This is an optimization exercise on Yosys and OpenROAD, whose aim is small area and a short achievable clock period, not a production implementation.
Function was checked by simulation only, so behaviour that the tests miss may differ from the original.
The flow treats the clock pin as an ideal source, which a real chip does not have.

==> flow/design.v, too long to show whole: its modules and the start of the top module <==
// module fir_32nd: 2021 lines
// module fir_fa: 4 lines
// module fir_ha: 4 lines
module fir_32nd (
    input clk,
    input reset,
    input signed [15:0] data_in,
    output reg signed [15:0] filtered_output
);
  // ...
==> flow/flow/run.sh <==
#!/bin/bash
# Own flow: the standard synthesis, then the standard ORFS steps with
# buf_4 port buffers, no delay cells in buffering, the reset net rebuilt
# as a balanced buffer tree after placement (flow/reset_tree.tcl), and a
# larger setup margin so timing repair works on the paths that set the
# achieved period. CTS_ARGS picks smaller leaf clock buffers.
set -e
H=$PWD/flow/hook.tcl
bash standard.sh synth > synth.log 2>&1
bash standard.sh SETUP_SLACK_MARGIN=11 BUFFER_PORTS_ARGS="-buffer_cell sky130_fd_sc_hd__buf_4" \
  PRE_GLOBAL_PLACE_TCL=$H PRE_RESIZE_TCL=$H POST_RESIZE_TCL=$PWD/flow/reset_tree.tcl PRE_CTS_TCL=$H PRE_GLOBAL_ROUTE_TCL=$H \
  CTS_ARGS="-sink_clustering_enable -repair_clock_nets -sink_clustering_size 12 -sink_clustering_max_diameter 100 -sink_clustering_buffer sky130_fd_sc_hd__clkbuf_8 -root_buf sky130_fd_sc_hd__clkbuf_16 -buf_list sky130_fd_sc_hd__clkbuf_16 -dont_use_dummy_load" finish > layout.log 2>&1
==> flow/flow/hook.tcl <==
# Keep delay cells out of buffering and sizing.
set_dont_use [get_lib_cells {sky130_fd_sc_hd__clkdlybuf4s* sky130_fd_sc_hd__dlygate4sd* sky130_fd_sc_hd__dlymetal6s*}]
==> flow/flow/reset_tree.tcl <==
# Rebuild the asynchronous reset net as a balanced two-level buffer tree.
# The reset port's buffer drives the inverter that makes the active-low
# RESET_B/SET_B signal; every buffer below that inverter is removed and
# the flip-flops are re-clustered by recursive bisection of their
# locations: leaf buffers drive up to LEAF pins, mid buffers drive up to
# MID leaf buffers, and the inverter drives the mid buffers.
# (This file is sourced from inside a proc: keep state in ::rt.)
namespace eval rt {}
set ::rt::LEAF 20
set ::rt::MID 8
set ::rt::block [ord::get_db_block]
set ::rt::db [ord::get_db]

proc is_async_pin {it} {
  set n [[$it getMTerm] getName]
  return [expr {$n eq "RESET_B" || $n eq "SET_B"}]
}
proc is_buf {inst} {
  set m [[$inst getMaster] getName]
  return [expr {[string match "sky130_fd_sc_hd__buf_*" $m] || [string match "sky130_fd_sc_hd__clkbuf_*" $m]}]
}
proc out_iterm {inst} {
  foreach it [$inst getITerms] {
    if {[$it isOutputSignal]} { return $it }
  }
  return ""
}

# root: the net driven by the inverter fed from the reset port's buffer
set rport [$::rt::block findBTerm reset]
set pnet [$rport getNet]
set root ""
set inv ""
foreach it [$pnet getITerms] {
  set b [$it getInst]
  set bo [out_iterm $b]
  if {$bo eq ""} continue
  foreach it2 [[$bo getNet] getITerms] {
    if {[$it2 isInputSignal]} {
      set m [[[$it2 getInst] getMaster] getName]
      if {[string match "*inv*" $m]} { set inv [$it2 getInst]; set root [[out_iterm $inv] getNet] }
    }
  }
}
if {$root eq ""} { puts "reset_tree: root not found"; return }

# collect sinks and the buffers between the root and the sinks
set ::rt::sinks {}
set ::rt::bufs {}
set ::rt::nets {}
proc ::rt::walk {net} {
  foreach it [$net getITerms] {
    if {![$it isInputSignal]} continue
    set inst [$it getInst]
    if {[is_async_pin $it]} {
      lappend ::rt::sinks $it
    } elseif {[is_buf $inst]} {
      lappend ::rt::bufs $inst
      set o [[out_iterm $inst] getNet]
      lappend ::rt::nets $o
      ::rt::walk $o
    } else {
      puts "reset_tree: unexpected load [$inst getName]/[[$it getMTerm] getName]"
    }
  }
}
::rt::walk $root
set sinks $::rt::sinks
puts "reset_tree: [llength $sinks] sinks, removing [llength $::rt::bufs] buffers"
if {[llength $sinks] == 0} { return }
foreach it $sinks { $it disconnect }
foreach b $::rt::bufs { odb::dbInst_destroy $b }
foreach n $::rt::nets { odb::dbNet_destroy $n }

proc loc {it} {
  set bb [[$it getInst] getBBox]
  return [list [expr {([$bb xMin] + [$bb xMax]) / 2}] [expr {([$bb yMin] + [$bb yMax]) / 2}]]
}
# recursive bisection of {x y payload} items into groups of at most n
proc bisect {items n} {
  if {[llength $items] <= $n} { return [list $items] }
  set xs [lsort -integer [lmap i $items {lindex $i 0}]]
  set ys [lsort -integer [lmap i $items {lindex $i 1}]]
  set k [expr {([lindex $xs end] - [lindex $xs 0]) >= ([lindex $ys end] - [lindex $ys 0]) ? 0 : 1}]
  set s [lsort -integer -index $k $items]
  set h [expr {[llength $s] / 2}]
  return [concat [bisect [lrange $s 0 [expr {$h - 1}]] $n] [bisect [lrange $s $h end] $n]]
}
proc centroid {grp} {
  set sx 0; set sy 0
  foreach i $grp { incr sx [lindex $i 0]; incr sy [lindex $i 1] }
  set c [llength $grp]
  return [list [expr {$sx / $c}] [expr {$sy / $c}]]
}
set ::rt::cnt 0
proc add_buf {master xy innet} {
  set name "rsttree_$::rt::cnt"
  incr ::rt::cnt
  set inst [odb::dbInst_create $::rt::block [$::rt::db findMaster $master] $name]
  $inst setLocation [lindex $xy 0] [lindex $xy 1]
  $inst setPlacementStatus PLACED
  set net [odb::dbNet_create $::rt::block "${name}_o"]
  [$inst findITerm A] connect $innet
  [$inst findITerm X] connect $net
  return [list $inst $net]
}

set items [lmap it $sinks {concat [loc $it] [list $it]}]
set leaves {}
foreach grp [bisect $items $::rt::LEAF] {
  set xy [centroid $grp]
  lassign [add_buf sky130_fd_sc_hd__buf_4 $xy $root] inst net
  foreach i $grp { [lindex $i 2] connect $net }
  lappend leaves [concat $xy [list $inst]]
}
foreach grp [bisect $leaves $::rt::MID] {
  set xy [centroid $grp]
  lassign [add_buf sky130_fd_sc_hd__buf_8 $xy $root] inst net
  foreach i $grp {
    set a [[lindex $i 2] findITerm A]
    $a disconnect
    $a connect $net
  }
}
$inv swapMaster [$::rt::db findMaster sky130_fd_sc_hd__inv_8]
puts "reset_tree: built [llength $leaves] leaf buffers, $::rt::cnt buffers in all"
==> flow/standard.sh <==
#!/bin/bash
# synth_recipe.tcl (not shown) runs the flow's synth.tcl, then flattens the netlist and writes it again
# the make line also repeats each setting of config.mk as NAME=value (left out here)
make -C /OpenROAD-flow-scripts/flow DESIGN_CONFIG=/design/flow/config.mk WORK_HOME=/design/flow/orfs CLKGATE_MAP_FILE= SYNTH_SCRIPT=/design/flow/synth_recipe.tcl "${@:-finish}"
==> flow/config.mk <==
export PLATFORM = sky130hd
export DESIGN_NAME = fir_32nd
export DESIGN_NICKNAME = fir_32nd
export VERILOG_FILES = /design/flow/design.v
export SDC_FILE = /design/flow/constraint.sdc
export NUM_CORES = 4
export LEC_CHECK = 0
export CAP_MARGIN = 20
export CORE_MARGIN = 2
export CORE_UTILIZATION = 70
export CTS_CLUSTER_DIAMETER = 120
export CTS_CLUSTER_SIZE = 16
export SLEW_MARGIN = 20
export SYNTH_HIERARCHICAL = 1
export TNS_END_PERCENT = 5
==> flow/constraint.sdc <==
create_clock -name core_clock -period 15.0 [get_ports {clk}]
set_input_delay 3.0000 -clock core_clock [delete_from_list [all_inputs] [get_ports {clk}]]
set_output_delay 3.0000 -clock core_clock [all_outputs]
set_load 0.01 [all_outputs]
==> results by group, run 1 <==
Status
  – Status: finished clean

Synthesis
  – Synth Area in Simple Gates: around 2.6%
  – Post-synthesis sequential area ratio: 42.8%
  – Compound-Gate Fraction of Synth Area: ~4.2%
  – Largest family of logic cells by synthesized area: adder cells
  – Synth Register Bits: between 700 and 800
  – Most frequent cell after synthesis: fa_1
  – Top FF cell, synth: dfrtp_1

Detailed routing
  – WL final: 104 mm
  – Routed WL per cell: just under 30 µm
  – DR top layer: met4
  – DRC: 0

Die
  – N_taps: about 770
  – Die Wd: between 200 and 250 µm

Finish
  – Multi-input gate count: about 1,600
  – Post-route cell area: 44,600 µm²

Clock network
  – Clock-pin transition on the worst setup and hold timing paths: 0.08 ns
  – Cts bufs inserted: 73
  – Post_cts resized: 98

Global routing
  – Met1 Use GR: 53.5%
  – Vias in the first global route: 24,900

Critical path
  – Reg-to-reg slack, setup: about 11 ns
  – CP delay by family, top: adder cells

STA
  – Relative slew slack: a little under three fifths
  – Worst-margin pin slew: ~0.64 ns

Worst hold path
  – Hold EP: x6[5]$_DFF_PP0_
  – Hold Path Stages: 0

Place
  – Detailed Place HPWL: approximately 86 mm
==> run 2, diff against run 1 <==
--- a/flow/config.mk
+++ b/flow/config.mk
@@ -7,7 +7,7 @@
 export LEC_CHECK = 0
 export CAP_MARGIN = 20
 export CORE_MARGIN = 2
-export CORE_UTILIZATION = 70
+export CORE_UTILIZATION = 60
 export CTS_CLUSTER_DIAMETER = 120
 export CTS_CLUSTER_SIZE = 16
 export SLEW_MARGIN = 20
==> run 2 against run 1 <==
Critical path depth increased by 4. Synthesized cell count unchanged. Fmax down 0.89%. First-iteration DRC count fell by 6.4%. Clock skew increased by 0.026 ns. Final cell count is 3.0% higher. Largest cell class unchanged.
==> results by group, run 2 <==
Synthesis
  – Synth top area share: 39.3% (unchanged)
  – Synthesized Nets: 3,680 (unchanged)
  – Mapped Area: 41,500 µm² (unchanged)
  – Area contributors post-synth: fa_1, dfrtp_1, dfxtp_1 (unchanged)
  – Commonest cells in the netlist: fa_1, dfrtp_1, inv_1, ha_1, dfxtp_1 (unchanged)
  – Syn. warnings: 7 (unchanged)
  – Leading area contributor after synthesis: fa_1 (unchanged)
  – Most frequent cell after synthesis: fa_1 (unchanged)
  – Post-synth EDFFs: 0 (unchanged)
  – Average size of a mapped cell: 15.8 µm² (unchanged)
  – Yosys cell types: 64 (unchanged)
  – Synth Register Bits: 751 (unchanged)
  – Post-synthesis sequential area ratio: 42.8% (unchanged)
  – Async set-reset flop share out of synthesis: 72.0% (unchanged)
  – Top FF cell, synth: dfrtp_1 (unchanged)
  – Syn Inst Count: 2,630 (unchanged)

Worst hold path
  – Hold Startpoint: x7[9]$_DFF_PP0_ (was x5[5]$_DFF_PP0_)
  – Min-Delay Path Class: reg -> reg (unchanged)
  – Hold Path Stages: 0 (unchanged)
  – Hold EP: x8[9]$_DFF_PP0_ (was x6[5]$_DFF_PP0_)

Finish
  – Most frequent cells in the layout: fa_1, dfrtp_1, inv_1, ha_1, dfxtp_1 (unchanged)
  – Biggest regs: R2a (31), R2b (31) (unchanged)
  – Final std cells w/o fill: 3,672 (was 3,564)
  – Final core utilization: 65.1% (was 75.8%)
  – Commonest non-fill, non-tap cell in the layout: fa_1 (unchanged)
  – Area Growth Syn to Fin: 7.39% (was 7.43%)
  – Nets@finish: 3,840 (unchanged)
  – Share of post-route cells with drive strength above 1: 9.40% (was 10.7%)

STA
  – Min Hold Slack: 0.321 ns (was 0.314 ns)
  – Fmax achieved: 0.242 GHz (was 0.244 GHz)
  – Fin crit share: 27.5% (was 27.3%)
  – Setup Skew: 0.0619 ns (was 0.0356 ns)
  – Relative slew slack: 55.2% (was 57.3%)
  – Setup tns final: 0 ns (unchanged)
  – Fin crit period: 4.13 ns (was 4.09 ns)
  – Worst-margin pin slew: 0.670 ns (was 0.640 ns)
  – Final Setup Violations: 0 (unchanged)
  – Final Max Tran Viols: 0 (unchanged)
  – Final Hold Vio Count: 0 (unchanged)
  – RSZ-0062 raised after global routing: yes (unchanged)
  – PnR worst setup slack: 10.87 ns (was 10.91 ns)

Detailed routing
  – WL final: 107 mm (was 104 mm)
  – Via density: 5.72 (was 6.08)
  – Routed WL per cell: 29.1 µm (was 29.2 µm)
  – Wire length on met1: 46.2 mm (was 42.0 mm)
  – TritonRoute pass-1 iters: 5 (was 7)
  – Routed Antenna Nets: 0 (unchanged)
  – Vias: 21,000 (was 21,700)
  – DRC: 0 (unchanged)
  – DR top layer: met5 (was met4)
  – Initial DRC count: 1,765 (was 1,886)
  – Met3 wire length: 7.43 mm (was 9.49 mm)
  – Routed wl met2: 49.6 mm (was 48.7 mm)

Critical path
  – Cell depth of the worst flop-to-flop path: 11 (was 7)
  – CP Class: reg -> reg (unchanged)
  – CP startpoint kind: flop (unchanged)
  – Critical path's most frequent cell: fa_1 (unchanged)
  – CP Max Fanout: 4 (was 6)
  – CP required: 15.43 ns (was 15.45 ns)
  – Reg2reg start: x1[12]$_DFF_PP0_ (was G6[6]$_DFF_P_)
  – Reg-to-reg slack, setup: 10.87 ns (was 10.91 ns)
  – CP delay by family, top: adder cells (unchanged)
  – Worst reg2reg path endpoint: R1b[13]$_DFF_P_ (was R2b[18]$_DFF_P_)
  – Slowest-stage cell, CP: dfrtp_4 (was fa_1)
  – Cell Chain, Critical Path: buf_1 > fa_1 > fa_1 > fa_1 > inv_1 > fa_1 > inv_1 > fa_1 > inv_1 > fa_1 > fa_1 (was fa_1 > fa_1 > fa_1 > fa_2 > fa_2 > fa_1 > fa_1)
  – Stages on worst setup path: 11 (was 7)
  – Worst Path Buf+Inv: 4 (was 0)
  – Worst setup EP type: flop (unchanged)
  – Worst path max stage delay: 0.53 ns (was 0.62 ns)
  – Arrival time of the worst setup path: 4.56 ns (was 4.54 ns)

Clock network
  – Clk latency of the worst-skew pair: 0.60 ns (was 0.57 ns)
  – Cts hold-fix bufs: 0 (unchanged)
  – Cts bufs inserted: 73 (unchanged)
  – CTS tree: done (unchanged)
  – CTS sink count: 751 (unchanged)
  – Clock-pin transition on the worst setup and hold timing paths: 0.09 ns (was 0.08 ns)

Die
  – Starting density of the core: 60.6% (was 70.6%)
  – Die ar.: 71,300 µm² (was 61,200 µm²)
  – Die Ht: 267 µm (was 247 µm)
  – Core area: 68,500 µm² (was 58,800 µm²)
  – Die Wd: 267 µm (was 247 µm)
  – Std-Cell Rows: 96 (was 89)
  – I/O pins: 34 (unchanged)

Global routing
  – Initial antenna violation count: 4 (was 7)
  – GRT Total Usage: 32.2% (was 36.8%)
  – Total gr overflow: 0 (unchanged)
  – First-pass GRT wire length: 159 mm (was 157 mm)
  – Vias in the first global route: 24,300 (was 24,900)
  – Pin count of the biggest net entering global routing: 18 (unchanged)

Place
  – Number of instances in the placed design: 3,576 (was 3,466)
  – Detailed Place HPWL: 89.2 mm (was 85.7 mm)
  – I/O Buffers: 33 (unchanged)
  – RePlAce Congestion: 0.941 (was 1.01)
  – Worst slack, placed: 10.62 ns (was 10.61 ns)

Flow run
  – MaxCap Viol Count: 0 (unchanged)

Status
  – Status: finished clean (unchanged)
==> run 2: cell types whose count changed in the layout (fill, tap and decap cells not counted), moves of 2 or more <==
cell | previous run | this run
buf_6 | 7 | 4
fa_2 | 12 | 3
ha_1 | 215 | 217
fa_1 | 802 | 811
dfxtp_1 | 138 | 145
buf_1 | 10 | 15
inv_2 | 4 | 1
clkbuf_2 | 3 | 0
ha_4 | 3 | 0
inv_1 | 267 | 270
dfrtp_1 | 517 | 525
dfxtp_4 | 29 | 23
dfrtp_2 | 16 | 8
==> run 2: logic make-up (layout without fill, tap and decap cells) <==
logic type	after synthesis	after routing	synth area share [%]
other	1	3	0.00904
adders and majority gates	1032	1032	45.9
AOI/OAI and AO/OA	251	251	4.17
muxes	3	3	0.0724
and+or+nand+nor	218	218	2.58
DFF	751	751	42.8
buffers and inverters	278	436	2.52
xor gates and xnor gates	96	96	2.03
==> run 2: repair_timing <==
action,CTS,global route
gates cloned,0,0
pin swaps,0,4
gates resized for setup,101,20
endpoints found under the setup margin,79,74
buffers inserted,3,18
==> run 2: worst reg2reg max path, cell delays in order, from the launching register on <==
cell and delay [ns]:
dfrtp_4 0.53, buf_1 0.13, fa_1 0.50, fa_1 0.43
fa_1 0.51, inv_1 0.07, fa_1 0.47, inv_1 0.05
fa_1 0.36, inv_1 0.08, fa_1 0.42, fa_1 0.44
==> run 2: modules after synthesis (local to each module, per instance) <==
| module | cells | cell area [µm²] | copies in the design | flip-flops and latches |
|---|---|---|---|---|
| fir_32nd | 1778 | 24900 | 1 | 751 |
| fir_fa | 1 | 20.0 | 791 | 0 |
| fir_ha | 1 | 12.5 | 61 | 0 |
==> run 2: worst max-delay path by stage <==
| stage | startpoint | to | slack [ns] |
|---|---|---|---|
| 2_1_floorplan | reset | filtered_output[0]$_DFF_PP0_ | 4.64 |
| 3_3_place_gp | reset | filtered_output[13]$_DFF_PP0_ | 9.49 |
| 3_5_place_dp | G6[7]$_DFF_P_ | R2b[17]$_DFF_P_ | 10.62 |
| 4_1_cts | filtered_output[10]$_DFF_PP0_ | filtered_output[10] | 10.87 |
| 5_1_grt | x1[13]$_DFF_PP0_ | R1b[17]$_DFF_P_ | 10.78 |
| 6_report | x1[12]$_DFF_PP0_ | R1b[13]$_DFF_P_ | 10.87 |
==> run 2: layer usage <==
metal  global-route usage, %  vias up
li1                        -     8648
met5                       0        -
met4                    9.78        4
met1                    47.0    11400
met3                    6.14      186
met2                    50.1      726
==> run 2: layout make-up, clock buffers not listed <==
type	count	area [µm²]
inverter	272	1030
buffer	36	300
tap	882	1100
sequential	751	17900
antenna	2	5.00
fill	4864	23900
timing repair buffer	55	362
multi-input combinational	1601	22700
==> run 2: stage by stage <==
| stage | cell area, µm² |
|---|---|
| finish | 44500 |
| global route | 44500 |
| CTS | 44400 |
| detailed placement | 43100 |
| global placement | 42900 |
| floorplan | 41500 |

[separate check: timing with driven ports]
How much do the figures lean on ideal ports? The routed layouts below were timed once more, with nothing changed but the port constraints. Step 1 assumes that a clkbuf_16 drives the clock port and a buf_2 every other input. Step 2 moves the port delays by t, midway between the first and last clock arrival at a register: inputs arrive t later, outputs are due t later. That takes back most of the time a late clock gives input paths. a / b / c = ideal ports / drivers / drivers and shift; a / b = the first two.
run	shift t [ns]	slack for setup (ns)	hold WS [ns]
run 1	0.623	10.906 / 10.858 / 10.906	0.314 / 0.314 / 0.314
run 2	0.641	10.870 / 10.829 / 10.870	0.321 / 0.321 / 0.321
After both steps every run listed still meets setup and hold.
